This is an optimization exercise on Yosys and OpenROAD, whose aim is small area and a short achievable clock period, not a production implementation. RTL that was checked went through simulation tests only; none was proved equivalent to the original.

==> job 860: inputs <==
## conv_bn_act
module conv_bn_act #(
    parameter DATA_WIDTH = 16
)(
    input  logic                  clk,
    input  logic                  rst_n,
    input  logic [DATA_WIDTH-1:0] in_data,
    input  logic                  in_valid,
    output logic                  in_ready,
    output logic [DATA_WIDTH-1:0] out_data,
    output logic                  out_valid,
    input  logic                  enable_bn,
    input  logic                  use_relu          
);
    logic [15:0] valu_y;
    logic [9:0]  valu_y_lo;
    logic        valu_y_neg;
    logic        valu_y_valid;
    vector_alu valu_inst (
        .clk      (clk),
        .rst_n    (rst_n),
        .in_data  (in_data),
        .in_valid (in_valid),
        .in_ready (in_ready),
        .y        (valu_y),
        .y_lo     (valu_y_lo),
        .y_neg    (valu_y_neg),
        .y_valid  (valu_y_valid),
        .enable_bn(enable_bn)
    );
    activation_unit act_inst (
        .clk      (clk),
        .rst_n    (rst_n),
        .in_data  (valu_y),
        .in_lo    (valu_y_lo),
        .in_neg   (valu_y_neg),
        .in_valid (valu_y_valid),
        .out_data (out_data),
        .out_valid(out_valid),
        .use_relu (use_relu)
    );
endmodule
Settings: LEC_CHECK=0, CAP_MARGIN=20, CORE_MARGIN=2, CORE_UTILIZATION=40, SLEW_MARGIN=20; clock period 18.0 ns.
standard.sh (not shown) runs the stock make flow with config.mk's settings and CLKGATE_MAP_FILE= SYNTH_SCRIPT=/design/flow/synth_recipe.tcl, a recipe that flattens the netlist after the stock synthesis.
==> flow/flow/run.sh <==
#!/bin/bash
# Standard synthesis, then inverters around full adders folded into the adders'
# polarity (flow/invfold.py), then the standard layout from floorplan on, with
# timing repair aiming at a setup slack of SETUP_SLACK_MARGIN.
set -euo pipefail
export SETUP_SLACK_MARGIN=11.8
here=$(pwd)
bash standard.sh synth > "$here/synth.log" 2>&1
R=orfs/results/${FLOW_PLATFORM}/conv_bn_act/base
cp "$R/1_2_yosys.v" "$here/1_2_yosys.std.v"
python3 flow/invfold.py "$here/1_2_yosys.std.v" "$R/1_2_yosys.v" > "$here/invfold.log" 2>&1
rm -f "$R/1_synth.odb" "$R/1_synth.sdc"
bash standard.sh > "$here/layout.log" 2>&1
Other scripts of this flow, unchanged in this note and not shown: flow/flow/invfold.py
==> job 371 (differences from job 860) <==
==> flow/design.v (replaced) <==
module vector_alu (
    input  logic        clk,
    input  logic        rst_n,
    input  logic [15:0] in_data,
    input  logic        in_valid,
    output logic        in_ready,
    output logic [15:0] y,
    output logic        y_valid,
    input  logic        enable_bn
);
    localparam logic [1:0] IDLE = 2'd0, LOAD_PARAMS = 2'd1, PROCESS = 2'd2, FINISH = 2'd3;
    logic [1:0]  current_state, next_state;
    logic [3:0]  load_count;
    logic        params_loaded;
    logic [15:0] bn_gamma, bn_beta, w4;
    logic [31:0] bn_g;      
    logic [31:0] bn_m;      
    logic        loading, take;
    logic        processing_valid;
    assign loading  = (current_state == LOAD_PARAMS);
    assign take     = (current_state == PROCESS) && in_valid;
    assign in_ready = (current_state != FINISH);
    always_comb begin
        next_state = current_state;
        case (current_state)
            IDLE:        if (in_valid) next_state = LOAD_PARAMS;
            LOAD_PARAMS: if (params_loaded) next_state = PROCESS;
            PROCESS:     if (!in_valid) next_state = FINISH;
            default: begin
                if (in_valid) next_state = PROCESS;
                else if (!y_valid) next_state = IDLE;
            end
        endcase
    end
    logic cnt3, take_w0, take_w4, op_g, op_m;
    assign cnt3    = loading && (load_count == 4'd3);
    assign take_w0 = loading && in_valid && (load_count == 4'd4);
    assign take_w4 = loading && in_valid && (load_count == 4'd8);
    always_ff @(posedge clk or negedge rst_n) begin
        if (!rst_n) begin
            current_state    <= IDLE;
            load_count       <= '0;
            params_loaded    <= 1'b0;
            w4               <= '0;
            processing_valid <= 1'b0;
            y_valid          <= 1'b0;
            op_g             <= 1'b0;
            op_m             <= 1'b0;
        end else begin
            current_state <= next_state;
            if (loading && in_valid && load_count != 4'd9)
                load_count <= load_count + 4'd1;
            if (take_w4)
                w4 <= in_data;
            if (load_count[3])
                params_loaded <= 1'b1;
            if (next_state == IDLE) begin
                load_count    <= '0;
                params_loaded <= 1'b0;
            end
            processing_valid <= take;
            y_valid          <= processing_valid;
            op_g             <= cnt3 || take_w4;
            op_m             <= take_w0;
        end
    end
    always_ff @(posedge clk) begin
        if (loading && in_valid) begin
            if (load_count == 4'd2) bn_gamma   <= in_data;
            if (load_count == 4'd3) bn_beta    <= in_data;
        end
    end
    logic [16:0] x_q;
    logic [31:0] bb_q, mt, prod, p_q;
    logic        bn_q, bn2_q;
    always_ff @(posedge clk) begin
        if (cnt3)         x_q <= {w4[15], w4};
        else if (take_w0) x_q <= {1'b0, bn_m[15:0]};
        else              x_q <= {in_data[15], in_data};
        if (cnt3 || take_w0 || take_w4) bb_q <= {16'd0, bn_gamma};
        else if (enable_bn)             bb_q <= op_g ? prod : bn_g;
        else                            bb_q <= {{16{w4[15]}}, w4};
        bn_q <= take && enable_bn;
    end
    assign mt   = bn_q ? bn_m : 32'd0;
    assign prod = x_q[15:0] * bb_q - (x_q[16] ? {bb_q[15:0], 16'd0} : 32'd0) - mt;
    always_ff @(posedge clk) begin
        if (op_g) bn_g <= prod;
        if (op_m) bn_m <= prod;
        else if (loading && in_valid && load_count == 4'd0) bn_m <= {16'd0, in_data};
        p_q   <= prod;
        bn2_q <= bn_q;
    end
    logic [15:0] lo;
    logic        bn_sat, conv_ovf;
    assign lo       = {1'b0, p_q[22:8]} + {1'b0, bn_beta[14:0]};
    assign bn_sat   = (|p_q[31:23]) | bn_beta[15] | lo[15];
    assign conv_ovf = ~((&p_q[31:15]) | ~(|p_q[31:15]));
    always_comb begin
        if (bn2_q)
            y = bn_sat ? 16'h7fff : {1'b0, lo[14:0]};
        else if (conv_ovf)
            y = p_q[31] ? 16'h8000 : 16'h7fff;
        else
            y = p_q[15:0];
    end
endmodule
module activation_unit (
    input  logic        clk,
    input  logic        rst_n,
    input  logic [15:0] in_data,
    input  logic        in_valid,
    output logic [15:0] out_data,
    output logic        out_valid,
    input  logic        use_relu
);
    logic signed [15:0] y;
    assign y = $signed(in_data);
    logic n, mid, hi;
    assign n   = y[15];
    assign mid = (y >= -16'sd767) && (y <= 16'sd768);
    assign hi  = (y >= 16'sd769) && (y <= 16'sd31999);
    logic [9:0]  a;
    logic [20:0] sq, s;
    assign a = y[9:0];
    always_comb begin
        sq = '0;
        for (int i = 0; i < 10; i++) begin
            sq = sq + ({20'd0, a[i]} << (2 * i));
            for (int j = 0; j < 10; j++)
                if (j > i) sq = sq + ({20'd0, a[i] & a[j]} << (i + j + 1));
        end
    end
    assign s = sq + ({11'd0, a} << 9) + ({11'd0, a} << 8)
             - (n ? ({11'd0, a} << 11) : 21'd0) + {1'b0, n, 19'd0};
    logic [15:0] q_hi;
    assign q_hi = in_data - ((y >= 16'sd21846) ? 16'd21846 : (y >= 16'sd10923) ? 16'd10923 : 16'd0);
    logic [11:0] w_q;
    logic [15:0] v_q;
    logic        msel_q, n_q;
    always_ff @(posedge clk) begin
        w_q    <= s[20:9];
        n_q    <= n;
        msel_q <= !use_relu && mid;
        v_q    <= use_relu ? (n ? 16'd0 : in_data) : (hi ? q_hi : 16'd0);
    end
    always_ff @(posedge clk or negedge rst_n) begin
        if (!rst_n) out_valid <= 1'b0;
        else        out_valid <= in_valid;
    end
    logic [1:0] t [5][13];   
    logic [1:0] r [13];      
    logic [9:0] d3;
    function automatic logic [1:0] add3(input logic [1:0] p, input logic [1:0] q);
        add3[0] = (~p[1] & ~p[0] & q[0]) | (p[0] & ~q[1] & ~q[0]) | (p[1] & q[1]);
        add3[1] = (~p[1] & ~p[0] & q[1]) | (p[1] & ~q[1] & ~q[0]) | (p[0] & q[0]);
    endfunction
    always_comb begin
        for (int i = 0; i < 13; i++)
            t[0][i] = (i == 12) ? 2'd0 : (i % 2) ? {w_q[i], 1'b0} : {1'b0, w_q[i]};
        for (int l = 1; l < 5; l++)
            for (int i = 0; i < 13; i++)
                t[l][i] = (i + (1 << (l - 1)) < 13) ? add3(t[l-1][i], t[l-1][(i + (1 << (l - 1))) % 13]) : t[l-1][i];
        for (int i = 0; i < 13; i++)
            r[i] = (i % 2) ? {t[4][i][0], t[4][i][1]} : t[4][i];
        for (int i = 0; i < 10; i++)
            d3[i] = r[i+1][1] | (r[i+1][0] & w_q[i]);
    end
    assign out_data = msel_q ? {n_q ? 6'h0a : 6'h00, n_q ? 2'b10 : d3[9:8], d3[7:0]} : v_q;
endmodule
module conv_bn_act #(
    parameter DATA_WIDTH = 16
)(
    input  logic                  clk,
    input  logic                  rst_n,
    input  logic [DATA_WIDTH-1:0] in_data,
    input  logic                  in_valid,
    output logic                  in_ready,
    output logic [DATA_WIDTH-1:0] out_data,
    output logic                  out_valid,
    input  logic                  enable_bn,
    input  logic                  use_relu          
);
    logic [15:0] valu_y;
    logic        valu_y_valid;
    vector_alu valu_inst (
        .clk      (clk),
        .rst_n    (rst_n),
        .in_data  (in_data),
        .in_valid (in_valid),
        .in_ready (in_ready),
        .y        (valu_y),
        .y_valid  (valu_y_valid),
        .enable_bn(enable_bn)
    );
    activation_unit act_inst (
        .clk      (clk),
        .rst_n    (rst_n),
        .in_data  (valu_y),
        .in_valid (valu_y_valid),
        .out_data (out_data),
        .out_valid(out_valid),
        .use_relu (use_relu)
    );
endmodule
==> flow/flow/run.sh (replaced) <==
#!/bin/bash
# Standard synthesis, then inverters around full adders folded into the adders'
# polarity (flow/invfold.py), then the standard layout from floorplan on.
set -euo pipefail
export SETUP_SLACK_MARGIN=11.5
here=$(pwd)
bash standard.sh synth > "$here/synth.log" 2>&1
R=orfs/results/${FLOW_PLATFORM}/conv_bn_act/base
cp "$R/1_2_yosys.v" "$here/1_2_yosys.std.v"
python3 flow/invfold.py "$here/1_2_yosys.std.v" "$R/1_2_yosys.v" > "$here/invfold.log" 2>&1
rm -f "$R/1_synth.odb" "$R/1_synth.sdc"
bash standard.sh > "$here/layout.log" 2>&1
==> comparison <==
Against job 371, the count of clock-buffer cells in the layout of job 860 is higher by 11. Against job 371, the final cell count of job 860 is smaller by about 7%. In job 860 the register-to-register slack is better than in job 371, by 0.11 ns.
For job 860, only the layout was checked, not whether the RTL still works.

afterwards: timing with drivers on the ports:
How much do the figures lean on ideal ports? The routed layouts below were timed once more, with nothing changed but the port constraints. Step 1: set_driving_cell puts a clkbuf_16 on clk and a buf_2 on each other input, an assumption about the parent block. Step 2 also shifts input and output timing later by t, the mid clock arrival at the registers, as if the neighbouring blocks saw the same clock. Slacks: no drivers / after step 1 / after step 2; pairs: no drivers / after step 1.
run	shift t [ns]	slack for setup (ns)	worst hold slack (ns)	worst setup path after step 2	worst data-port slew with drivers (ns)
job 860	0.638	11.773 / 11.773 / 11.708	0.347 / 0.347 / 0.347	input to register	0.08
job 371	0.593	11.447 / 11.390 / 11.665	0.362 / 0.362 / 0.362	register to register	0.09
After both steps every run listed still meets setup and hold. For job 860, which loses most, drivers alone change the setup slack by 0.000 ns; drivers and shift together by -0.065 ns.
